Source: an optimization exercise on an open RTL-to-GDS flow (aim: small area). Production flows keep margins and buffers that such runs may drop.
The RTL was checked by simulation tests, not by an equivalence proof against the original design.
No activity file was given, so power comes from the tool's default toggle rates.

$ cat flow/run.sh
#!/bin/bash
# synth_recipe.tcl (not shown) runs the flow's synth.tcl, then flattens the netlist and writes it again
# the make line also repeats each setting of config.mk as NAME=value (left out here)
make -C /OpenROAD-flow-scripts/flow DESIGN_CONFIG=/design/flow/config.mk WORK_HOME=/design/flow/orfs CLKGATE_MAP_FILE= SYNTH_SCRIPT=/design/flow/synth_recipe.tcl finish
$ cat flow/config.mk
export PLATFORM = sky130hd
export DESIGN_NAME = makestuff_tlp_xcvr
export DESIGN_NICKNAME = makestuff_tlp_xcvr
export VERILOG_FILES = /design/flow/design.v
export SDC_FILE = /design/flow/constraint.sdc
export NUM_CORES = 4
export LEC_CHECK = 0
export CAP_MARGIN = 20
export CORE_MARGIN = 2
export CORE_UTILIZATION = 40
export SLEW_MARGIN = 20
$ cat flow/constraint.sdc
create_clock -name core_clock -period 8.0 [get_ports {pcieClk_in}]
set_input_delay 1.6000 -clock core_clock [delete_from_list [all_inputs] [get_ports {pcieClk_in}]]
set_output_delay 1.6000 -clock core_clock [all_outputs]
set_load 0.01 [all_outputs]
$ cat flow/design.v
module makestuff_buffer_fifo#(
    parameter int WIDTH     = 8,    
    parameter int DEPTH     = 3,    
    parameter int BLOCK_RAM = 0     
  )(
    input  logic            clk_in,
    input  logic            reset_in,
    output logic[DEPTH:0]   depth_out,
    input  logic[WIDTH-1:0] iData_in,
    input  logic            iValid_in,
    output logic            iReady_out,
    output logic[WIDTH-1:0] oData_out,
    output logic            oValid_out,
    input  logic            oReady_in
  );
  localparam int NUM_WORDS = 2**DEPTH;
  logic[WIDTH-1:0] mem[0:NUM_WORDS-1];
  logic[DEPTH-1:0] rdPtr;
  logic[DEPTH-1:0] wrPtr;
  logic[DEPTH:0] count;
  logic push;
  logic pop;
  assign iReady_out = (count != NUM_WORDS);
  assign oValid_out = (count != 0);
  assign oData_out = mem[rdPtr];
  assign depth_out = count;
  assign push = iValid_in && iReady_out;
  assign pop = oReady_in && oValid_out;
  always_ff @(posedge clk_in) begin
    if (push)
      mem[wrPtr] <= iData_in;
    if (reset_in) begin
      rdPtr <= '0;
      wrPtr <= '0;
      count <= '0;
    end else begin
      if (push)
        wrPtr <= wrPtr + 1'b1;
      if (pop)
        rdPtr <= rdPtr + 1'b1;
      count <= count + (push ? 1'b1 : 1'b0) - (pop ? 1'b1 : 1'b0);
    end
  end
endmodule
module makestuff_tlp_recv(
    input logic pcieClk_in,   
    input logic reset_in,     
    input logic[63:0] rxData_in,
    input logic rxValid_in,
    output logic rxReady_out,
    input logic[1:0] rxSOP_in,
    input logic rxEOP_in,
    output logic[43:0] actData_out,
    output logic actValid_out,
    output logic[7:0] c2fWrMask_out,
    output logic[3:0] c2fWrPtr_out,
    output logic[4:0] c2fWrOffset_out,
    output logic[63:0] c2fWrData_out,
    input logic c2fReset_in
  );
  localparam int PCIE_PAGESIZE_NBITS = (12);                       
  localparam int PCIE_PAGESIZE       = (1<<PCIE_PAGESIZE_NBITS);   
  localparam int REGADDR_NBITS       = (PCIE_PAGESIZE_NBITS-2);    
  localparam int NUM_REGS            = (1<<REGADDR_NBITS);         
  localparam int PRV_BASE            = (NUM_REGS/2);               
  localparam int CTL_BASE            = (PRV_BASE - 2);             
  localparam int C2F_WRPTR           = (PRV_BASE - 2);             
  localparam int F2C_RDPTR           = (PRV_BASE - 1);             
  localparam int DMA_ENABLE          = (PRV_BASE + 0);             
  localparam int F2C_BASE            = (PRV_BASE + 1);             
  localparam int MTR_BASE            = (PRV_BASE + 2);             
  localparam int REG_BAR             = (0);
  localparam int REG_SIZE_NBITS      = (PCIE_PAGESIZE_NBITS+1);    
  localparam int REG_SIZE            = (1<<REG_SIZE_NBITS);        
  localparam int C2F_BAR             = (2);
  localparam int C2F_SIZE_NBITS      = (PCIE_PAGESIZE_NBITS+0);    
  localparam int C2F_CHUNKSIZE_NBITS = (8);                        
  localparam int C2F_NUMCHUNKS_NBITS = (C2F_SIZE_NBITS - C2F_CHUNKSIZE_NBITS);
  localparam int C2F_SIZE            = (1<<C2F_SIZE_NBITS);
  localparam int C2F_CHUNKSIZE       = (1<<C2F_CHUNKSIZE_NBITS);
  localparam int C2F_NUMCHUNKS       = (1<<C2F_NUMCHUNKS_NBITS);
  localparam int MTR_SIZE_NBITS      = (PCIE_PAGESIZE_NBITS);
  localparam int MTR_SIZE            = (1<<MTR_SIZE_NBITS);
  localparam int F2C_TLPSIZE_NBITS   = (7);                        
  localparam int F2C_TLPSIZE         = (1<<F2C_TLPSIZE_NBITS);
  localparam int F2C_SIZE_NBITS      = (PCIE_PAGESIZE_NBITS+0);    
  localparam int F2C_CHUNKSIZE_NBITS = (9);                        
  localparam int F2C_NUMCHUNKS_NBITS = (F2C_SIZE_NBITS - F2C_CHUNKSIZE_NBITS);
  localparam int F2C_SIZE            = (1<<F2C_SIZE_NBITS);
  localparam int F2C_CHUNKSIZE       = (1<<F2C_CHUNKSIZE_NBITS);
  localparam int F2C_NUMCHUNKS       = (1<<F2C_NUMCHUNKS_NBITS);
  typedef enum logic[1:0] {
    SOP_NONE  = 2'b00,   
    SOP_REG   = 2'b01,   
    SOP_C2F   = 2'b10,   
    SOP_OTHER = 2'b11    
  } SopBar;
  typedef enum logic[1:0] {
    H3DW_NODATA   = 2'b00,   
    H4DW_NODATA   = 2'b01,   
    H3DW_WITHDATA = 2'b10,   
    H4DW_WITHDATA = 2'b11    
  } Format;
  typedef enum logic[4:0] {
    MEM_RW_REQ    = 5'b00000,   
    COMPLETION    = 5'b01010    
  } Type;
  typedef logic[REGADDR_NBITS-2:0] Channel;
  typedef logic[REGADDR_NBITS-1:0] ExtChan;   
  typedef logic[15:0] BusID;
  typedef logic[7:0] Tag;
  typedef logic[31:0] Data;
  typedef logic[3:0] LowAddr;
  typedef logic[3:0] ByteMask32;
  typedef logic[7:0] ByteMask64;
  typedef logic[11:0] ByteCount;
  typedef logic[9:0] DWCount;
  typedef logic[29:0] DWAddr;
  typedef logic[28:0] QWAddr;
  typedef logic[63:0] uint64;
  typedef logic[31:0] uint32;
  typedef logic[F2C_NUMCHUNKS_NBITS-1 : 0] F2CChunkPtr;        
  typedef logic[C2F_NUMCHUNKS_NBITS-1 : 0] C2FChunkPtr;        
  typedef logic[C2F_CHUNKSIZE_NBITS-3-1 : 0] C2FChunkOffset;   
  typedef logic[C2F_SIZE_NBITS-3-1 : 0] C2FAddr;               
  typedef enum logic[1:0] {
    ACT_READ,
    ACT_WRITE,
    ACT_ERROR,
    ACT_RESERVED2
  } ActionType;
  typedef struct packed {
    ActionType typ;
    ExtChan chan;
    BusID reqID;
    Tag tag;
    logic[7:0] reserved;
  } RegRead;
  typedef struct packed {
    ActionType typ;
    ExtChan chan;
    Data data;
  } RegWrite;
  typedef struct packed {
    ActionType typ;
    ExtChan reserved;
    Data code;
  } ErrorCode;
  localparam int ACTION_BITS = 2 + REGADDR_NBITS + 32;   
  typedef struct packed {
    ActionType typ;
    logic[ACTION_BITS-2-1:0] reserved;   
  } Action;
  function logic[ACTION_BITS-1:0] genRegRead(ExtChan c, BusID r, Tag t);
    RegRead result; result = '0;
    result.typ = ACT_READ;
    result.chan = c;
    result.reqID = r;
    result.tag = t;
    genRegRead = result;
  endfunction
  function logic[ACTION_BITS-1:0] genRegWrite(ExtChan c, Data d);
    RegWrite result; result = '0;
    result.typ = ACT_WRITE;
    result.chan = c;
    result.data = d;
    genRegWrite = result;
  endfunction
  typedef struct packed {
    logic[32:0] reserved4;
    Format fmt; 
    Type typ; 
    logic reserved3; 
    logic[2:0] tc; 
    logic[3:0] reserved2; 
    logic td; 
    logic ep; 
    logic[1:0] attr; 
    logic[1:0] reserved1; 
    DWCount dwCount;
  } Header;
  typedef struct packed {
    BusID reqID;
    Tag reserved5;
    ByteMask32 lastBE;
    ByteMask32 firstBE;
    logic reserved4;
    Format fmt; 
    Type typ; 
    logic reserved3; 
    logic[2:0] tc; 
    logic[3:0] reserved2; 
    logic td; 
    logic ep; 
    logic[1:0] attr; 
    logic[1:0] reserved1; 
    DWCount dwCount;
  } Write0;
  typedef struct packed {
    Data data;
    DWAddr dwAddr;
    logic[1:0] reserved1;   
  } Write1;
  function logic[63:0] genDmaWrite0(BusID reqID, DWCount dwCount);
    Write0 result; result = '0;
    result.reqID = reqID;
    result.lastBE = 4'hF;
    result.firstBE = 4'hF;
    result.fmt = H3DW_WITHDATA;
    result.typ = MEM_RW_REQ;
    result.dwCount = dwCount;
    genDmaWrite0 = result;
  endfunction
  function logic[63:0] genDmaWrite1(DWAddr dwAddr);
    Write1 result; result = '0;
    result.dwAddr = dwAddr;
    genDmaWrite1 = result;
  endfunction
  typedef struct packed {
    BusID reqID;
    Tag tag;
    logic[3:0] lastBE;
    logic[3:0] firstBE;
    logic reserved4;
    Format fmt; 
    Type typ; 
    logic reserved3; 
    logic[2:0] tc; 
    logic[3:0] reserved2; 
    logic td; 
    logic ep; 
    logic[1:0] attr; 
    logic[1:0] reserved1; 
    DWCount dwCount;
  } RdReq0;
  typedef struct packed {
    logic[31:0] reserved1;
    QWAddr qwAddr;
    logic nonAligned;   
    logic[1:0] reserved2;   
  } RdReq1;
  typedef struct packed {
    BusID cmpID;
    logic[2:0] status;
    logic reserved5;
    ByteCount byteCount;
    logic reserved4;
    Format fmt; 
    Type typ; 
    logic reserved3; 
    logic[2:0] tc; 
    logic[3:0] reserved2; 
    logic td; 
    logic ep; 
    logic[1:0] attr; 
    logic[1:0] reserved1; 
    DWCount dwCount;
  } Completion0;
  typedef struct packed {
    Data data;
    BusID reqID;
    Tag tag;
    logic reserved3;
    LowAddr lowAddr;
    logic nonAligned;   
    logic[1:0] reserved1;   
  } Completion1;
  function logic[63:0] genRegCmp0(BusID cmpID);
    Completion0 result; result = '0;
    result.cmpID = cmpID;
    result.byteCount = ByteCount'(4);
    result.fmt = H3DW_WITHDATA;
    result.typ = COMPLETION;
    result.dwCount = 1;
    genRegCmp0 = result;
  endfunction
  function logic[63:0] genRegCmp1(Data data, BusID reqID, Tag tag, LowAddr lowAddr);
    Completion1 result; result = '0;
    result.data = data;
    result.reqID = reqID;
    result.tag = tag;
    result.lowAddr = lowAddr;
    result.nonAligned = 1;   
    genRegCmp1 = result;
  endfunction
  typedef enum {
    S_IDLE,
    S_REG_READ,
    S_REG_WRITE,
    S_BURST_WRITE1,
    S_BURST_WRITE2,
    S_BURST_WRITE3
  } State;
  State state;
  State state_next;
  BusID reqID;
  BusID reqID_next;
  Tag tag;
  Tag tag_next;
  DWCount dwCount;
  DWCount dwCount_next;
  ByteMask32 firstBE;
  ByteMask32 firstBE_next;
  ByteMask32 lastBE;
  ByteMask32 lastBE_next;
  C2FChunkPtr c2fWrPtr;   
  C2FChunkPtr c2fWrPtr_next;
  C2FChunkOffset c2fWrOffset;
  C2FChunkOffset c2fWrOffset_next;
  Header hdr;
  RdReq0 rr0;
  RdReq1 rr1;
  Write0 rw0;
  Write1 rw1;
  function logic[63:0] maskData64(uint64 data, ByteMask64 mask);
    uint64 result; result = 0;
    for (int i = 0; i < 8; i = i + 1) begin
      if (mask[i])
        result[8*i +: 8] = data[8*i +: 8];
    end
    maskData64 = result;
  endfunction
  always_ff @(posedge pcieClk_in) begin: infer_regs
    if (reset_in)
      state <= S_IDLE;
    else
      state <= state_next;
    reqID <= reqID_next;
    tag <= tag_next;
    dwCount <= dwCount_next;
    firstBE <= firstBE_next;
    lastBE <= lastBE_next;
    c2fWrOffset <= c2fWrOffset_next;
    if (reset_in)
      c2fWrPtr <= '0;
    else
      c2fWrPtr <= c2fWrPtr_next;
  end
  always_comb begin: next_state
    state_next = state;
    reqID_next = 'X;
    tag_next = 'X;
    dwCount_next = 'X;
    firstBE_next = 'X;
    lastBE_next = 'X;
    c2fWrOffset_next = 'X;
    if (c2fReset_in)
      c2fWrPtr_next = '0;
    else
      c2fWrPtr_next = c2fWrPtr;
    c2fWrPtr_out = c2fWrPtr;
    c2fWrOffset_out = 'X;
    actData_out = 'X;
    actValid_out = 0;
    rxReady_out = 1;
    c2fWrMask_out = '0;
    c2fWrData_out = 'X;
    hdr = 'X;
    rr0 = 'X;
    rr1 = 'X;
    rw0 = 'X;
    rw1 = 'X;
    case (state)
      S_REG_READ: begin
        rr1 = rxData_in;
        actData_out = genRegRead(ExtChan'(rr1.qwAddr), reqID, tag);
        actValid_out = 1;
        state_next = S_IDLE;
      end
      S_REG_WRITE: begin
        rw1 = rxData_in;
        if (ExtChan'(rw1.dwAddr/2) == C2F_WRPTR) begin
          c2fWrPtr_next = C2FChunkPtr'(rw1.data);
        end else begin
          actData_out = genRegWrite(ExtChan'(rw1.dwAddr/2), rw1.data);
          actValid_out = 1;
        end
        state_next = S_IDLE;
      end
      S_BURST_WRITE1: begin
        rw1 = rxData_in;
        if (rw1.dwAddr & 1) begin
          c2fWrOffset_out = C2FChunkOffset'(rw1.dwAddr>>1);
          c2fWrMask_out = {firstBE, 4'b0000};
          c2fWrData_out = maskData64({rw1.data, 32'h0}, c2fWrMask_out);
          if (dwCount == 1) begin
            dwCount_next = 'X;
            firstBE_next = 'X;
            lastBE_next = 'X;
            state_next = S_IDLE;
          end else begin
            dwCount_next = DWCount'(dwCount - 1);
            firstBE_next = 'X;
            lastBE_next = lastBE;
            c2fWrOffset_next = C2FChunkOffset'((rw1.dwAddr>>1) + 1);
            state_next = S_BURST_WRITE3;   
          end
        end else begin
          dwCount_next = dwCount;
          firstBE_next = firstBE;
          lastBE_next = lastBE;
          c2fWrOffset_next = C2FChunkOffset'(rw1.dwAddr>>1);
          state_next = S_BURST_WRITE2;
        end
      end
      S_BURST_WRITE2: begin
        if (dwCount <= 2) begin
          c2fWrMask_out = {
            (dwCount==1) ? 4'b0000 : lastBE,
            firstBE
          };
          dwCount_next = 'X;
          lastBE_next = 'X;
          state_next = S_IDLE;
        end else begin
          c2fWrMask_out = {4'b1111, firstBE};
          dwCount_next = DWCount'(dwCount - 2);
          lastBE_next = lastBE;
          state_next = S_BURST_WRITE3;
        end
        c2fWrOffset_out = c2fWrOffset;
        c2fWrData_out = maskData64(rxData_in, c2fWrMask_out);
        c2fWrOffset_next = C2FChunkOffset'(c2fWrOffset + 1);
      end
      S_BURST_WRITE3: begin
        c2fWrOffset_out = c2fWrOffset;
        if (dwCount == 2) begin
          state_next = S_IDLE;
          c2fWrMask_out = {lastBE, 4'b1111};
          c2fWrData_out = maskData64(rxData_in, c2fWrMask_out);
          dwCount_next = 'X;
          firstBE_next = 'X;
          lastBE_next = 'X;
        end else if (dwCount == 1) begin
          state_next = S_IDLE;
          c2fWrMask_out = {4'b0000, lastBE};
          c2fWrData_out = maskData64(rxData_in, c2fWrMask_out);
          dwCount_next = 'X;
          firstBE_next = 'X;
          lastBE_next = 'X;
        end else begin
          state_next = S_BURST_WRITE3;
          c2fWrMask_out = '1;
          c2fWrData_out = rxData_in;
          dwCount_next = DWCount'(dwCount - 2);
          c2fWrOffset_next = C2FChunkOffset'(c2fWrOffset + 1);
          lastBE_next = lastBE;
        end
      end
      default: begin
        hdr = rxData_in;
        if (rxValid_in && rxSOP_in) begin
          if (hdr.fmt == H3DW_WITHDATA && hdr.typ == MEM_RW_REQ) begin
            rw0 = rxData_in;
            if (rxSOP_in == SOP_C2F) begin
              dwCount_next = rw0.dwCount;
              firstBE_next = rw0.firstBE;
              lastBE_next = rw0.lastBE;
              state_next = S_BURST_WRITE1;
            end else if (rxSOP_in == SOP_REG && rw0.lastBE == 'h0 && rw0.firstBE == 'hF && rw0.dwCount == 1) begin
              state_next = S_REG_WRITE;
            end
          end else if (hdr.fmt == H3DW_NODATA && hdr.typ == MEM_RW_REQ) begin
            rr0 = rxData_in;
            reqID_next = rr0.reqID;
            tag_next = rr0.tag;
            state_next = S_REG_READ;
          end
        end
      end
    endcase
  end
endmodule
module makestuff_tlp_send(
    input logic pcieClk_in,                   
    input logic reset_in,                     
    input logic[15:0] cfgBusDev_in,   
    input logic[43:0] actData_in,
    input logic actValid_in,
    output logic actReady_out,
    output logic[63:0] txData_out,
    output logic txValid_out,
    input logic txReady_in,
    output logic txSOP_out,
    output logic txEOP_out,
    output logic[8:0] cpuChan_out,
    output logic[31:0] cpuWrData_out,   
    output logic cpuWrValid_out,
    input logic cpuWrReady_in,
    input logic[31:0] cpuRdData_in,     
    input logic cpuRdValid_in,
    output logic cpuRdReady_out,
    input logic[63:0] f2cData_in,
    input logic f2cValid_in,
    output logic f2cReady_out,
    output logic f2cReset_out,
    output logic[3:0] c2fRdPtr_out,
    input logic c2fDTAck_in
  );
  localparam int PCIE_PAGESIZE_NBITS = (12);                       
  localparam int PCIE_PAGESIZE       = (1<<PCIE_PAGESIZE_NBITS);   
  localparam int REGADDR_NBITS       = (PCIE_PAGESIZE_NBITS-2);    
  localparam int NUM_REGS            = (1<<REGADDR_NBITS);         
  localparam int PRV_BASE            = (NUM_REGS/2);               
  localparam int CTL_BASE            = (PRV_BASE - 2);             
  localparam int C2F_WRPTR           = (PRV_BASE - 2);             
  localparam int F2C_RDPTR           = (PRV_BASE - 1);             
  localparam int DMA_ENABLE          = (PRV_BASE + 0);             
  localparam int F2C_BASE            = (PRV_BASE + 1);             
  localparam int MTR_BASE            = (PRV_BASE + 2);             
  localparam int REG_BAR             = (0);
  localparam int REG_SIZE_NBITS      = (PCIE_PAGESIZE_NBITS+1);    
  localparam int REG_SIZE            = (1<<REG_SIZE_NBITS);        
  localparam int C2F_BAR             = (2);
  localparam int C2F_SIZE_NBITS      = (PCIE_PAGESIZE_NBITS+0);    
  localparam int C2F_CHUNKSIZE_NBITS = (8);                        
  localparam int C2F_NUMCHUNKS_NBITS = (C2F_SIZE_NBITS - C2F_CHUNKSIZE_NBITS);
  localparam int C2F_SIZE            = (1<<C2F_SIZE_NBITS);
  localparam int C2F_CHUNKSIZE       = (1<<C2F_CHUNKSIZE_NBITS);
  localparam int C2F_NUMCHUNKS       = (1<<C2F_NUMCHUNKS_NBITS);
  localparam int MTR_SIZE_NBITS      = (PCIE_PAGESIZE_NBITS);
  localparam int MTR_SIZE            = (1<<MTR_SIZE_NBITS);
  localparam int F2C_TLPSIZE_NBITS   = (7);                        
  localparam int F2C_TLPSIZE         = (1<<F2C_TLPSIZE_NBITS);
  localparam int F2C_SIZE_NBITS      = (PCIE_PAGESIZE_NBITS+0);    
  localparam int F2C_CHUNKSIZE_NBITS = (9);                        
  localparam int F2C_NUMCHUNKS_NBITS = (F2C_SIZE_NBITS - F2C_CHUNKSIZE_NBITS);
  localparam int F2C_SIZE            = (1<<F2C_SIZE_NBITS);
  localparam int F2C_CHUNKSIZE       = (1<<F2C_CHUNKSIZE_NBITS);
  localparam int F2C_NUMCHUNKS       = (1<<F2C_NUMCHUNKS_NBITS);
  typedef enum logic[1:0] {
    SOP_NONE  = 2'b00,   
    SOP_REG   = 2'b01,   
    SOP_C2F   = 2'b10,   
    SOP_OTHER = 2'b11    
  } SopBar;
  typedef enum logic[1:0] {
    H3DW_NODATA   = 2'b00,   
    H4DW_NODATA   = 2'b01,   
    H3DW_WITHDATA = 2'b10,   
    H4DW_WITHDATA = 2'b11    
  } Format;
  typedef enum logic[4:0] {
    MEM_RW_REQ    = 5'b00000,   
    COMPLETION    = 5'b01010    
  } Type;
  typedef logic[REGADDR_NBITS-2:0] Channel;
  typedef logic[REGADDR_NBITS-1:0] ExtChan;   
  typedef logic[15:0] BusID;
  typedef logic[7:0] Tag;
  typedef logic[31:0] Data;
  typedef logic[3:0] LowAddr;
  typedef logic[3:0] ByteMask32;
  typedef logic[7:0] ByteMask64;
  typedef logic[11:0] ByteCount;
  typedef logic[9:0] DWCount;
  typedef logic[29:0] DWAddr;
  typedef logic[28:0] QWAddr;
  typedef logic[63:0] uint64;
  typedef logic[31:0] uint32;
  typedef logic[F2C_NUMCHUNKS_NBITS-1 : 0] F2CChunkPtr;        
  typedef logic[C2F_NUMCHUNKS_NBITS-1 : 0] C2FChunkPtr;        
  typedef logic[C2F_CHUNKSIZE_NBITS-3-1 : 0] C2FChunkOffset;   
  typedef logic[C2F_SIZE_NBITS-3-1 : 0] C2FAddr;               
  typedef enum logic[1:0] {
    ACT_READ,
    ACT_WRITE,
    ACT_ERROR,
    ACT_RESERVED2
  } ActionType;
  typedef struct packed {
    ActionType typ;
    ExtChan chan;
    BusID reqID;
    Tag tag;
    logic[7:0] reserved;
  } RegRead;
  typedef struct packed {
    ActionType typ;
    ExtChan chan;
    Data data;
  } RegWrite;
  typedef struct packed {
    ActionType typ;
    ExtChan reserved;
    Data code;
  } ErrorCode;
  localparam int ACTION_BITS = 2 + REGADDR_NBITS + 32;   
  typedef struct packed {
    ActionType typ;
    logic[ACTION_BITS-2-1:0] reserved;   
  } Action;
  function logic[ACTION_BITS-1:0] genRegRead(ExtChan c, BusID r, Tag t);
    RegRead result; result = '0;
    result.typ = ACT_READ;
    result.chan = c;
    result.reqID = r;
    result.tag = t;
    genRegRead = result;
  endfunction
  function logic[ACTION_BITS-1:0] genRegWrite(ExtChan c, Data d);
    RegWrite result; result = '0;
    result.typ = ACT_WRITE;
    result.chan = c;
    result.data = d;
    genRegWrite = result;
  endfunction
  typedef struct packed {
    logic[32:0] reserved4;
    Format fmt; 
    Type typ; 
    logic reserved3; 
    logic[2:0] tc; 
    logic[3:0] reserved2; 
    logic td; 
    logic ep; 
    logic[1:0] attr; 
    logic[1:0] reserved1; 
    DWCount dwCount;
  } Header;
  typedef struct packed {
    BusID reqID;
    Tag reserved5;
    ByteMask32 lastBE;
    ByteMask32 firstBE;
    logic reserved4;
    Format fmt; 
    Type typ; 
    logic reserved3; 
    logic[2:0] tc; 
    logic[3:0] reserved2; 
    logic td; 
    logic ep; 
    logic[1:0] attr; 
    logic[1:0] reserved1; 
    DWCount dwCount;
  } Write0;
  typedef struct packed {
    Data data;
    DWAddr dwAddr;
    logic[1:0] reserved1;   
  } Write1;
  function logic[63:0] genDmaWrite0(BusID reqID, DWCount dwCount);
    Write0 result; result = '0;
    result.reqID = reqID;
    result.lastBE = 4'hF;
    result.firstBE = 4'hF;
    result.fmt = H3DW_WITHDATA;
    result.typ = MEM_RW_REQ;
    result.dwCount = dwCount;
    genDmaWrite0 = result;
  endfunction
  function logic[63:0] genDmaWrite1(DWAddr dwAddr);
    Write1 result; result = '0;
    result.dwAddr = dwAddr;
    genDmaWrite1 = result;
  endfunction
  typedef struct packed {
    BusID reqID;
    Tag tag;
    logic[3:0] lastBE;
    logic[3:0] firstBE;
    logic reserved4;
    Format fmt; 
    Type typ; 
    logic reserved3; 
    logic[2:0] tc; 
    logic[3:0] reserved2; 
    logic td; 
    logic ep; 
    logic[1:0] attr; 
    logic[1:0] reserved1; 
    DWCount dwCount;
  } RdReq0;
  typedef struct packed {
    logic[31:0] reserved1;
    QWAddr qwAddr;
    logic nonAligned;   
    logic[1:0] reserved2;   
  } RdReq1;
  typedef struct packed {
    BusID cmpID;
    logic[2:0] status;
    logic reserved5;
    ByteCount byteCount;
    logic reserved4;
    Format fmt; 
    Type typ; 
    logic reserved3; 
    logic[2:0] tc; 
    logic[3:0] reserved2; 
    logic td; 
    logic ep; 
    logic[1:0] attr; 
    logic[1:0] reserved1; 
    DWCount dwCount;
  } Completion0;
  typedef struct packed {
    Data data;
    BusID reqID;
    Tag tag;
    logic reserved3;
    LowAddr lowAddr;
    logic nonAligned;   
    logic[1:0] reserved1;   
  } Completion1;
  function logic[63:0] genRegCmp0(BusID cmpID);
    Completion0 result; result = '0;
    result.cmpID = cmpID;
    result.byteCount = ByteCount'(4);
    result.fmt = H3DW_WITHDATA;
    result.typ = COMPLETION;
    result.dwCount = 1;
    genRegCmp0 = result;
  endfunction
  function logic[63:0] genRegCmp1(Data data, BusID reqID, Tag tag, LowAddr lowAddr);
    Completion1 result; result = '0;
    result.data = data;
    result.reqID = reqID;
    result.tag = tag;
    result.lowAddr = lowAddr;
    result.nonAligned = 1;   
    genRegCmp1 = result;
  endfunction
  Action act;
  assign act = actData_in;
  typedef enum {
    S_IDLE,
    S_READ,
    S_DMA0,
    S_DMA1,
    S_DMA2,
    S_MTR0,
    S_MTR1,
    S_MTR2
  } State;
  State state;
  State state_next;
  BusID reqID;
  BusID reqID_next;
  Tag tag;
  Tag tag_next;
  LowAddr lowAddr;
  LowAddr lowAddr_next;
  Data rdData;
  Data rdData_next;
  QWAddr mtrBase;
  QWAddr mtrBase_next;
  QWAddr f2cBase;
  QWAddr f2cBase_next;
  typedef logic[F2C_TLPSIZE_NBITS-3-1 : 0] QWCount;   
  QWCount qwCount;
  QWCount qwCount_next;
  DWAddr baseAddr;
  DWAddr baseAddr_next;
  typedef logic[F2C_CHUNKSIZE_NBITS-F2C_TLPSIZE_NBITS-1 : 0] TLPCount;   
  TLPCount tlpCount;
  TLPCount tlpCount_next;
  logic f2cEnabled;
  logic f2cEnabled_next;
  F2CChunkPtr f2cWrPtr;   
  F2CChunkPtr f2cWrPtr_next;
  F2CChunkPtr f2cRdPtr;   
  F2CChunkPtr f2cRdPtr_next;
  C2FChunkPtr c2fRdPtr;   
  C2FChunkPtr c2fRdPtr_next;
  logic c2fDTAck;
  logic c2fDTAck_next;
  RegRead rr;
  RegWrite rw;
  ErrorCode ec;
  logic prepCmp;
  Data cmpData;
  always_ff @(posedge pcieClk_in) begin: infer_regs
    rdData <= rdData_next;
    reqID <= reqID_next;
    tag <= tag_next;
    lowAddr <= lowAddr_next;
    qwCount <= qwCount_next;
    tlpCount <= tlpCount_next;
    baseAddr <= baseAddr_next;
    if (reset_in) begin
      state <= S_IDLE;
      mtrBase <= '0;
      f2cBase <= '0;
      f2cEnabled <= 0;
      f2cWrPtr <= '0;
      f2cRdPtr <= '0;
      c2fRdPtr <= '0;
      c2fDTAck <= 0;
    end else begin
      state <= state_next;
      mtrBase <= mtrBase_next;
      f2cBase <= f2cBase_next;
      f2cEnabled <= f2cEnabled_next;
      f2cWrPtr <= f2cWrPtr_next;
      f2cRdPtr <= f2cRdPtr_next;
      c2fRdPtr <= c2fRdPtr_next;
      c2fDTAck <= c2fDTAck_next;
    end
  end
  always_comb begin: next_state
    state_next = state;
    rdData_next = rdData;
    reqID_next = reqID;
    tag_next = tag;
    lowAddr_next = lowAddr;
    mtrBase_next = mtrBase;
    f2cBase_next = f2cBase;
    qwCount_next = qwCount;
    tlpCount_next = tlpCount;
    baseAddr_next = baseAddr;
    f2cEnabled_next = f2cEnabled;
    f2cWrPtr_next = f2cWrPtr;
    f2cRdPtr_next = f2cRdPtr;
    c2fRdPtr_next = c2fRdPtr;
    if (c2fDTAck_in) begin
      c2fRdPtr_next = C2FChunkPtr'(c2fRdPtr + 1);
      c2fDTAck_next = 1;
    end else begin
      c2fDTAck_next = c2fDTAck;
    end
    txData_out = 'X;
    txValid_out = 0;
    txSOP_out = 0;
    txEOP_out = 0;
    cpuChan_out = 'X;
    cpuWrData_out = 'X;
    cpuWrValid_out = 0;
    cpuRdReady_out = 0;
    actReady_out = 0;
    f2cReady_out = 0;
    f2cReset_out = 0;
    c2fRdPtr_out = c2fRdPtr;
    rr = 'X;
    rw = 'X;
    ec = 'X;
    prepCmp = 0;
    cmpData = 'X;
    case (state)
      S_READ: begin
        if (txReady_in) begin
          txData_out = genRegCmp1(rdData, reqID, tag, lowAddr);
          txValid_out = 1;
          txEOP_out = 1;
          rdData_next = 'X; reqID_next = 'X; tag_next = 'X; lowAddr_next = 'X;   
          state_next = S_IDLE;
        end
      end
      S_DMA0: begin
        if (txReady_in) begin
          txData_out = genDmaWrite0(cfgBusDev_in, DWCount'(F2C_TLPSIZE/4));
          txValid_out = 1;
          txSOP_out = 1;
          qwCount_next = 'X;
          state_next = S_DMA1;
        end
      end
      S_DMA1: begin
        if (txReady_in) begin
          txData_out = genDmaWrite1(baseAddr);
          txValid_out = 1;
          qwCount_next = '1;   
          state_next = S_DMA2;
        end
      end
      S_DMA2: begin
        if (txReady_in) begin
          txData_out = f2cData_in;
          txValid_out = 1;
          f2cReady_out = 1;   
          qwCount_next = QWCount'(qwCount - 1);
          if (qwCount == 0) begin
            qwCount_next = 'X;
            txEOP_out = 1;
            tlpCount_next = TLPCount'(tlpCount - 1);
            if (F2C_CHUNKSIZE_NBITS == F2C_TLPSIZE_NBITS || tlpCount == 0) begin
              f2cWrPtr_next = F2CChunkPtr'(f2cWrPtr+1);   
              baseAddr_next = 'X;
              state_next = S_MTR0;
            end else begin
              baseAddr_next = DWAddr'(baseAddr + F2C_TLPSIZE/4);
              state_next = S_DMA0;
            end
          end
        end
      end
      S_MTR0: begin
        if (txReady_in) begin
          txData_out = genDmaWrite0(cfgBusDev_in, DWCount'(2));
          txValid_out = 1;
          txSOP_out = 1;
          state_next = S_MTR1;
        end
      end
      S_MTR1: begin
        if (txReady_in) begin
          txData_out = genDmaWrite1(mtrBase*2);   
          txValid_out = 1;
          state_next = S_MTR2;
        end
      end
      S_MTR2: begin
        if (txReady_in) begin
          c2fDTAck_next = 0;
          txData_out = {uint32'(c2fRdPtr), uint32'(f2cWrPtr)};
          txValid_out = 1;
          txEOP_out = 1;
          state_next = S_IDLE;
        end
      end
      default: begin
        if (txReady_in && actValid_in && act.typ == ACT_READ) begin
          rr = actData_in;
          if (rr.chan < CTL_BASE) begin
            cpuChan_out = Channel'(rr.chan);
            cpuRdReady_out = 1;
            prepCmp = cpuRdValid_in;   
            cmpData = cpuRdData_in;
          end else begin
            prepCmp = 1;
            cmpData = 32'hDEADBEEF;
          end
          if (prepCmp) begin
            rdData_next = cmpData;
            reqID_next = rr.reqID;
            tag_next = rr.tag;
            lowAddr_next = LowAddr'(rr.chan);
            txData_out = genRegCmp0(cfgBusDev_in);
            txValid_out = 1;
            txSOP_out = 1;
            actReady_out = 1;   
            state_next = S_READ;
          end else begin
            state_next = S_IDLE;
          end
        end else if (actValid_in && act.typ == ACT_WRITE) begin
          rw = actData_in;
          if (rw.chan < CTL_BASE) begin
            cpuChan_out = Channel'(rw.chan);
            cpuWrData_out = rw.data;
            cpuWrValid_out = 1;
            if (cpuWrReady_in)
              actReady_out = 1;   
          end else begin
            actReady_out = 1;   
            if (rw.chan == F2C_BASE) begin
              f2cBase_next = QWAddr'(rw.data);
            end else if (rw.chan == F2C_RDPTR) begin
              f2cRdPtr_next = F2CChunkPtr'(rw.data);
            end else if (rw.chan == DMA_ENABLE) begin
              if (rw.data[0]) begin
                f2cEnabled_next = 0;
                f2cReset_out = 1;
                f2cWrPtr_next = 0;
                f2cRdPtr_next = 0;
                c2fRdPtr_next = 0;
              end else begin
                f2cEnabled_next = rw.data[1];
              end
            end else if (rw.chan == MTR_BASE) begin
              mtrBase_next = QWAddr'(rw.data);
            end
          end
          state_next = S_IDLE;
        end else if (txReady_in && f2cValid_in && F2CChunkPtr'(f2cWrPtr+1) != f2cRdPtr && f2cEnabled) begin
          txData_out = genDmaWrite0(cfgBusDev_in, DWCount'(F2C_TLPSIZE/4));
          txValid_out = 1;
          txSOP_out = 1;
          tlpCount_next = '1;
          baseAddr_next = DWAddr'(f2cBase*2 + f2cWrPtr*F2C_CHUNKSIZE/4);
          state_next = S_DMA1;
        end else if (txReady_in && actValid_in && act.typ == ACT_ERROR) begin
          ec = actData_in;
          actReady_out = 1;   
          txData_out = genDmaWrite0(cfgBusDev_in, DWCount'(4));
          txValid_out = 1;
          txSOP_out = 1;
          state_next = S_MTR1;
        end else if (txReady_in && (c2fDTAck_in || c2fDTAck)) begin
          txData_out = genDmaWrite0(cfgBusDev_in, DWCount'(2));
          txValid_out = 1;
          txSOP_out = 1;
          state_next = S_MTR1;
        end
      end
    endcase
  end
endmodule
module makestuff_tlp_xcvr(
    input logic pcieClk_in,                   
    input logic reset_in,                     
    input logic[15:0] cfgBusDev_in,   
    input logic[63:0] rxData_in,
    input logic rxValid_in,
    output logic rxReady_out,
    input logic[1:0] rxSOP_in,
    input logic rxEOP_in,
    output logic[63:0] txData_out,
    output logic txValid_out,
    input logic txReady_in,
    output logic txSOP_out,
    output logic txEOP_out,
    output logic[8:0] cpuChan_out,
    output logic[31:0] cpuWrData_out,   
    output logic cpuWrValid_out,
    input logic cpuWrReady_in,
    input logic[31:0] cpuRdData_in,     
    input logic cpuRdValid_in,
    output logic cpuRdReady_out,
    input logic[63:0] f2cData_in,
    input logic f2cValid_in,
    output logic f2cReady_out,
    output logic f2cReset_out,
    output logic[7:0] c2fWrMask_out,
    output logic[3:0] c2fWrPtr_out,
    output logic[4:0] c2fWrOffset_out,
    output logic[63:0] c2fWrData_out,
    output logic[3:0] c2fRdPtr_out,
    input logic c2fDTAck_in
  );
  localparam int PCIE_PAGESIZE_NBITS = (12);                       
  localparam int PCIE_PAGESIZE       = (1<<PCIE_PAGESIZE_NBITS);   
  localparam int REGADDR_NBITS       = (PCIE_PAGESIZE_NBITS-2);    
  localparam int NUM_REGS            = (1<<REGADDR_NBITS);         
  localparam int PRV_BASE            = (NUM_REGS/2);               
  localparam int CTL_BASE            = (PRV_BASE - 2);             
  localparam int C2F_WRPTR           = (PRV_BASE - 2);             
  localparam int F2C_RDPTR           = (PRV_BASE - 1);             
  localparam int DMA_ENABLE          = (PRV_BASE + 0);             
  localparam int F2C_BASE            = (PRV_BASE + 1);             
  localparam int MTR_BASE            = (PRV_BASE + 2);             
  localparam int REG_BAR             = (0);
  localparam int REG_SIZE_NBITS      = (PCIE_PAGESIZE_NBITS+1);    
  localparam int REG_SIZE            = (1<<REG_SIZE_NBITS);        
  localparam int C2F_BAR             = (2);
  localparam int C2F_SIZE_NBITS      = (PCIE_PAGESIZE_NBITS+0);    
  localparam int C2F_CHUNKSIZE_NBITS = (8);                        
  localparam int C2F_NUMCHUNKS_NBITS = (C2F_SIZE_NBITS - C2F_CHUNKSIZE_NBITS);
  localparam int C2F_SIZE            = (1<<C2F_SIZE_NBITS);
  localparam int C2F_CHUNKSIZE       = (1<<C2F_CHUNKSIZE_NBITS);
  localparam int C2F_NUMCHUNKS       = (1<<C2F_NUMCHUNKS_NBITS);
  localparam int MTR_SIZE_NBITS      = (PCIE_PAGESIZE_NBITS);
  localparam int MTR_SIZE            = (1<<MTR_SIZE_NBITS);
  localparam int F2C_TLPSIZE_NBITS   = (7);                        
  localparam int F2C_TLPSIZE         = (1<<F2C_TLPSIZE_NBITS);
  localparam int F2C_SIZE_NBITS      = (PCIE_PAGESIZE_NBITS+0);    
  localparam int F2C_CHUNKSIZE_NBITS = (9);                        
  localparam int F2C_NUMCHUNKS_NBITS = (F2C_SIZE_NBITS - F2C_CHUNKSIZE_NBITS);
  localparam int F2C_SIZE            = (1<<F2C_SIZE_NBITS);
  localparam int F2C_CHUNKSIZE       = (1<<F2C_CHUNKSIZE_NBITS);
  localparam int F2C_NUMCHUNKS       = (1<<F2C_NUMCHUNKS_NBITS);
  typedef enum logic[1:0] {
    SOP_NONE  = 2'b00,   
    SOP_REG   = 2'b01,   
    SOP_C2F   = 2'b10,   
    SOP_OTHER = 2'b11    
  } SopBar;
  typedef enum logic[1:0] {
    H3DW_NODATA   = 2'b00,   
    H4DW_NODATA   = 2'b01,   
    H3DW_WITHDATA = 2'b10,   
    H4DW_WITHDATA = 2'b11    
  } Format;
  typedef enum logic[4:0] {
    MEM_RW_REQ    = 5'b00000,   
    COMPLETION    = 5'b01010    
  } Type;
  typedef logic[REGADDR_NBITS-2:0] Channel;
  typedef logic[REGADDR_NBITS-1:0] ExtChan;   
  typedef logic[15:0] BusID;
  typedef logic[7:0] Tag;
  typedef logic[31:0] Data;
  typedef logic[3:0] LowAddr;
  typedef logic[3:0] ByteMask32;
  typedef logic[7:0] ByteMask64;
  typedef logic[11:0] ByteCount;
  typedef logic[9:0] DWCount;
  typedef logic[29:0] DWAddr;
  typedef logic[28:0] QWAddr;
  typedef logic[63:0] uint64;
  typedef logic[31:0] uint32;
  typedef logic[F2C_NUMCHUNKS_NBITS-1 : 0] F2CChunkPtr;        
  typedef logic[C2F_NUMCHUNKS_NBITS-1 : 0] C2FChunkPtr;        
  typedef logic[C2F_CHUNKSIZE_NBITS-3-1 : 0] C2FChunkOffset;   
  typedef logic[C2F_SIZE_NBITS-3-1 : 0] C2FAddr;               
  typedef enum logic[1:0] {
    ACT_READ,
    ACT_WRITE,
    ACT_ERROR,
    ACT_RESERVED2
  } ActionType;
  typedef struct packed {
    ActionType typ;
    ExtChan chan;
    BusID reqID;
    Tag tag;
    logic[7:0] reserved;
  } RegRead;
  typedef struct packed {
    ActionType typ;
    ExtChan chan;
    Data data;
  } RegWrite;
  typedef struct packed {
    ActionType typ;
    ExtChan reserved;
    Data code;
  } ErrorCode;
  localparam int ACTION_BITS = 2 + REGADDR_NBITS + 32;   
  typedef struct packed {
    ActionType typ;
    logic[ACTION_BITS-2-1:0] reserved;   
  } Action;
  function logic[ACTION_BITS-1:0] genRegRead(ExtChan c, BusID r, Tag t);
    RegRead result; result = '0;
    result.typ = ACT_READ;
    result.chan = c;
    result.reqID = r;
    result.tag = t;
    genRegRead = result;
  endfunction
  function logic[ACTION_BITS-1:0] genRegWrite(ExtChan c, Data d);
    RegWrite result; result = '0;
    result.typ = ACT_WRITE;
    result.chan = c;
    result.data = d;
    genRegWrite = result;
  endfunction
  typedef struct packed {
    logic[32:0] reserved4;
    Format fmt; 
    Type typ; 
    logic reserved3; 
    logic[2:0] tc; 
    logic[3:0] reserved2; 
    logic td; 
    logic ep; 
    logic[1:0] attr; 
    logic[1:0] reserved1; 
    DWCount dwCount;
  } Header;
  typedef struct packed {
    BusID reqID;
    Tag reserved5;
    ByteMask32 lastBE;
    ByteMask32 firstBE;
    logic reserved4;
    Format fmt; 
    Type typ; 
    logic reserved3; 
    logic[2:0] tc; 
    logic[3:0] reserved2; 
    logic td; 
    logic ep; 
    logic[1:0] attr; 
    logic[1:0] reserved1; 
    DWCount dwCount;
  } Write0;
  typedef struct packed {
    Data data;
    DWAddr dwAddr;
    logic[1:0] reserved1;   
  } Write1;
  function logic[63:0] genDmaWrite0(BusID reqID, DWCount dwCount);
    Write0 result; result = '0;
    result.reqID = reqID;
    result.lastBE = 4'hF;
    result.firstBE = 4'hF;
    result.fmt = H3DW_WITHDATA;
    result.typ = MEM_RW_REQ;
    result.dwCount = dwCount;
    genDmaWrite0 = result;
  endfunction
  function logic[63:0] genDmaWrite1(DWAddr dwAddr);
    Write1 result; result = '0;
    result.dwAddr = dwAddr;
    genDmaWrite1 = result;
  endfunction
  typedef struct packed {
    BusID reqID;
    Tag tag;
    logic[3:0] lastBE;
    logic[3:0] firstBE;
    logic reserved4;
    Format fmt; 
    Type typ; 
    logic reserved3; 
    logic[2:0] tc; 
    logic[3:0] reserved2; 
    logic td; 
    logic ep; 
    logic[1:0] attr; 
    logic[1:0] reserved1; 
    DWCount dwCount;
  } RdReq0;
  typedef struct packed {
    logic[31:0] reserved1;
    QWAddr qwAddr;
    logic nonAligned;   
    logic[1:0] reserved2;   
  } RdReq1;
  typedef struct packed {
    BusID cmpID;
    logic[2:0] status;
    logic reserved5;
    ByteCount byteCount;
    logic reserved4;
    Format fmt; 
    Type typ; 
    logic reserved3; 
    logic[2:0] tc; 
    logic[3:0] reserved2; 
    logic td; 
    logic ep; 
    logic[1:0] attr; 
    logic[1:0] reserved1; 
    DWCount dwCount;
  } Completion0;
  typedef struct packed {
    Data data;
    BusID reqID;
    Tag tag;
    logic reserved3;
    LowAddr lowAddr;
    logic nonAligned;   
    logic[1:0] reserved1;   
  } Completion1;
  function logic[63:0] genRegCmp0(BusID cmpID);
    Completion0 result; result = '0;
    result.cmpID = cmpID;
    result.byteCount = ByteCount'(4);
    result.fmt = H3DW_WITHDATA;
    result.typ = COMPLETION;
    result.dwCount = 1;
    genRegCmp0 = result;
  endfunction
  function logic[63:0] genRegCmp1(Data data, BusID reqID, Tag tag, LowAddr lowAddr);
    Completion1 result; result = '0;
    result.data = data;
    result.reqID = reqID;
    result.tag = tag;
    result.lowAddr = lowAddr;
    result.nonAligned = 1;   
    genRegCmp1 = result;
  endfunction
  Action fiData;
  logic fiValid;
  Action foData;
  logic foValid;
  logic foReady;
  makestuff_buffer_fifo#(
    .WIDTH           (ACTION_BITS),
    .DEPTH           (3),
    .BLOCK_RAM       (0)
  ) action_fifo (
    .clk_in          (pcieClk_in),
    .reset_in        (reset_in),
    .depth_out       (),
    .iData_in        (fiData),
    .iValid_in       (fiValid),
    .iReady_out      (),   
    .oData_out       (foData),
    .oValid_out      (foValid),
    .oReady_in       (foReady)
  );
  makestuff_tlp_recv recv(
    .pcieClk_in         (pcieClk_in),
    .reset_in           (reset_in),
    .rxData_in          (rxData_in),
    .rxValid_in         (rxValid_in),
    .rxReady_out        (rxReady_out),
    .rxSOP_in           (rxSOP_in),
    .rxEOP_in           (rxEOP_in),
    .actData_out        (fiData),
    .actValid_out       (fiValid),
    .c2fWrMask_out   (c2fWrMask_out),
    .c2fWrPtr_out    (c2fWrPtr_out),
    .c2fWrOffset_out (c2fWrOffset_out),
    .c2fWrData_out   (c2fWrData_out),
    .c2fReset_in     (f2cReset_out)
  );
  makestuff_tlp_send send(
    .pcieClk_in      (pcieClk_in),
    .reset_in        (reset_in),
    .cfgBusDev_in    (cfgBusDev_in),
    .txData_out      (txData_out),
    .txValid_out     (txValid_out),
    .txReady_in      (txReady_in),
    .txSOP_out       (txSOP_out),
    .txEOP_out       (txEOP_out),
    .actData_in      (foData),
    .actValid_in     (foValid),
    .actReady_out    (foReady),
    .cpuChan_out     (cpuChan_out),
    .cpuWrData_out   (cpuWrData_out),
    .cpuWrValid_out  (cpuWrValid_out),
    .cpuWrReady_in   (cpuWrReady_in),
    .cpuRdData_in    (cpuRdData_in),
    .cpuRdValid_in   (cpuRdValid_in),
    .cpuRdReady_out  (cpuRdReady_out),
    .f2cData_in      (f2cData_in),
    .f2cValid_in     (f2cValid_in),
    .f2cReady_out    (f2cReady_out),
    .f2cReset_out    (f2cReset_out),
    .c2fRdPtr_out    (c2fRdPtr_out),
    .c2fDTAck_in     (c2fDTAck_in)
  );
endmodule
==> impl_metrics.json <==
{
  "fin_crit_sh_pct": 75.8,
  "most-common-layout-cells": "edfxtp_1, clkdlybuf4s50_1, nor2_1",
  "post_cts_resized": 0,
  "worstSetupEndpointType": "primary output",
  "grt_pass1_vias": 17338,
  "fin_tns_setup_ps": 0,
  "ys_seq_area_share_pct": 62.1,
  "die_area_um2": 67100,
  "initial_utilization_pct": 40.5,
  "gp_congestion": 0.868,
  "vias": 17010,
  "grt_pass1_wl_mm": 106,
  "viasPerCell": 5.37,
  "rsz0062_at_grt": "false",
  "postRouteAntennaNets": 0,
  "p_seq_share_pct": 40.4,
  "clock-sinks": 579,
  "area_growth_pct": 26.3,
  "dp_cells": 3052,
  "p_switching_mw": 2.55,
  "relSlewSlack_pct": 21.2,
  "hold_path.class": "reg2reg",
  "tightest_slew_ps": 1170,
  "crit_fanout": 52,
  "ys.flop_type": "edfxtp_1",
  "combinationalPowerShare_pct": 26.6,
  "overflow": 0,
  "route.detailed.drc": 0,
  "fmax_mhz": 165,
  "syn-instance-count": 1891,
  "synth-edff-count": 457,
  "critPathArrivalTime_ps": 4460,
  "synth_nets": 2106,
  "powerDensity_nw_per_um2": 268,
  "chipWidth_um": 259,
  "total_power_mw": 8.80,
  "cts_tree": "built",
  "finalCriticalPeriod_ps": 6060,
  "setup_viol": 0,
  "postCtsHoldBufs": 0,
  "critPathKind": "reg2out",
  "die_h_um": 259,
  "peakVddDrop_mv": 0.157,
  "intPower_mw": 6.25,
  "p_clk_share_pct": 33.0,
  "cap_violations": 0,
  "cts_max_level": 2,
  "cts_max_path_buffers": 3,
  "switching_share_pct": 29.0,
  "leakage_nw": 10.9,
  "synthTopCellsByArea": "edfxtp_1, dfxtp_1, mux4_2",
  "fillerInstances": 5430,
  "layout.cells.non_filler": 3169,
  "layout.nets": 2475,
  "routedWlPerCell_um": 22.3,
  "first_pass_iters": 5,
  "crit_chain": "mux4_2, mux2i_1, nor4_1, a21oi_4, a21boi_1, a221o_1, clkdlybuf4s50_1",
  "path_clk_slew_ps": 60,
  "crit_path_max_incr_delay_ps": 1020,
  "drtIter0Drc": 1336,
  "synth_top_area_share_pct": 52.7,
  "post_cts_buffers": 0,
  "whs_ps": 486,
  "track_usage_pct": 20.7,
  "rows": 93,
  "core_um2": 64300,
  "avgSynthCellArea_um2": 13.8,
  "crit_slowest_cell": "nor4_1",
  "fin_worst_skew_ps": 26.8,
  "start_kind": "flip-flop",
  "finalMaxSlewViolations": 0,
  "yosys.area.top_type": "edfxtp_1",
  "synthDistinctLibCells": 69,
  "hpwlAfterDp_mm": 47.0,
  "cp.required_ps": 6400,
  "hold_violations": 0,
  "cts-root-buf": "clkbuf_16",
  "status": "finished clean",
  "synth_warnings": 3,
  "insertion_delay_ps": 640,
  "drive_above_1_share_pct": 13.0,
  "netlist_area_um2": 26000,
  "drt-total-wl_mm": 70.7,
  "cts_inserted_buffers": 61,
  "ys_async_sr_fraction_pct": 0,
  "final_common_cell": "edfxtp_1",
  "ys_seq_elements": 579,
  "finish.utilization_pct": 51.1,
  "ios": 385,
  "antenna_found_initial": 4,
  "grt_start_max_net_pins": 79,
  "portBuffers": 382
}
==> registers in the layout, summed over array words and instances, names as in the netlist, 4 cells and up, named ones only <==
signal / cells
send.reqID: 16
recv.tag: 8
recv.c2fWrOffset: 5
recv.dwCount: 10
action_fifo.count: 4
send.baseAddr: 29
recv.firstBE: 4
send.c2fRdPtr: 4
recv.c2fWrPtr: 4
send.tag: 8
send.lowAddr: 4
recv.reqID: 16
send.f2cBase: 29
send.mtrBase: 29
send.qwCount: 4
action_fifo.mem: 344
send.rdData: 32
recv.lastBE: 4
==> layer usage <==
layer  track usage, %  wire [um]  part of all wire, %  vias up
met3             3.39       4040                  5.7       81
met1             27.6      30800                   44     8556
li1                 -          -                    -     7889
met5                0          0                    0        -
met4             4.95       1240                  1.8        0
met2             35.5      34600                   49      484
==> cells by family after synthesis <==
kind of cell / count (synthesis) / share of synthesized area (%)
other cells: 1 / 0.0144
xor+xnor: 60 / 2.07
mux: 297 / 15.9
compound gates: 254 / 6.09
flops: 579 / 62.1
fa+ha+maj: 28 / 1.40
simple gates: 517 / 9.91
buf+inv: 155 / 2.52
==> path summary, 6_finish.rpt <==
kind / endpoint / cells after the start / slack [ps] / start
worst max-delay path: txValid_out / 7 / 1940 / flip-flop
worst min-delay path: send.f2cRdPtr[0] / 2 / 490 / send.f2cRdPtr[0]
worst max register to register: action_fifo.count[2] / 13 / 3380 / flip-flop
worst min register to register: send.f2cRdPtr[0] / 2 / 490 / send.f2cRdPtr[0]
==> worst max-delay path, delay by kind of cell (launching register included) <==
kind                   cells  cell delay, ps
muxes                      2             510
and+or+nand+nor            1            1020
buffers and inverters      1             580
DFF                        1             950
AOI/OAI and AO/OA          3             740
==> synthesized netlist by cell type (48+ instances only) <==
master and instances:
nor2_1 153, o21ai_0 66, edfxtp_1 457, dfxtp_1 122, nor2b_1 48, mux2_2 63
nand2_1 117, clkbuf_1 69, mux4_2 86, inv_1 50, a21oi_1 71, mux2i_1 146
and2_1 52
==> power by group through the flow <==
stage / registers, mW / clock network (mW) / logic, mW
final: 3.56 / 2.90 / 2.34
after global routing: 3.58 / 3.09 / 2.53
after CTS: 3.56 / 2.96 / 2.37
after detailed placement: 3.62 / 0 / 2.36
after global placement: 3.62 / 0 / 2.34
after floorplan: 3.49 / 0 / 1.24
==> area by class of cell <==
class / count / area [um2] / area share (%)
clock buffers: 83 / 1670 / 5.08
flip-flops and latches: 579 / 16200 / 49.2
repair buffers: 410 / 4050 / 12.3
clock inverters: 33 / 412 / 1.25
well taps: 855 / 1070 / 3.25
multi-input cells: 1157 / 9300 / 28.3
inverters: 51 / 191 / 0.582
diodes: 1 / 2.50 / 0.00761
==> metrics by stage <==
step / instance area, um2 / setup slack, ps
after CTS: 32900 / 1880
after detailed placement: 30800 / 1950
after global routing: 32900 / 1670
final: 32900 / 1940
after global placement: 30800 / 2040
after floorplan: 26000 / 1440

==> re-timing with driven ports <==
How much do the figures lean on ideal ports? The routed layout below was timed once more, with nothing changed but the port constraints. Step 1 assumes that a clkbuf_16 drives the clock port and a buf_2 every other input. Step 2, shift: input delay + t, output delay - t, t = (earliest + latest rising clock arrival at the registers) / 2. This alone moves slack from input paths to output paths. Three values: ideal ports, drivers, drivers and shift; two values: the first two.
shift t [ns]: 0.686
setup WS [ns]: 1.935 / 1.875 / 1.942
hold WS [ns]: 0.486 / 0.486 / 0.486
clock arrival spread, ns: 0.029 / 0.029
cell pins on the clock port's net: 1
After both steps this run still meets setup and hold. For this run, drivers alone change the setup slack by -0.060 ns; drivers and shift together by +0.007 ns.
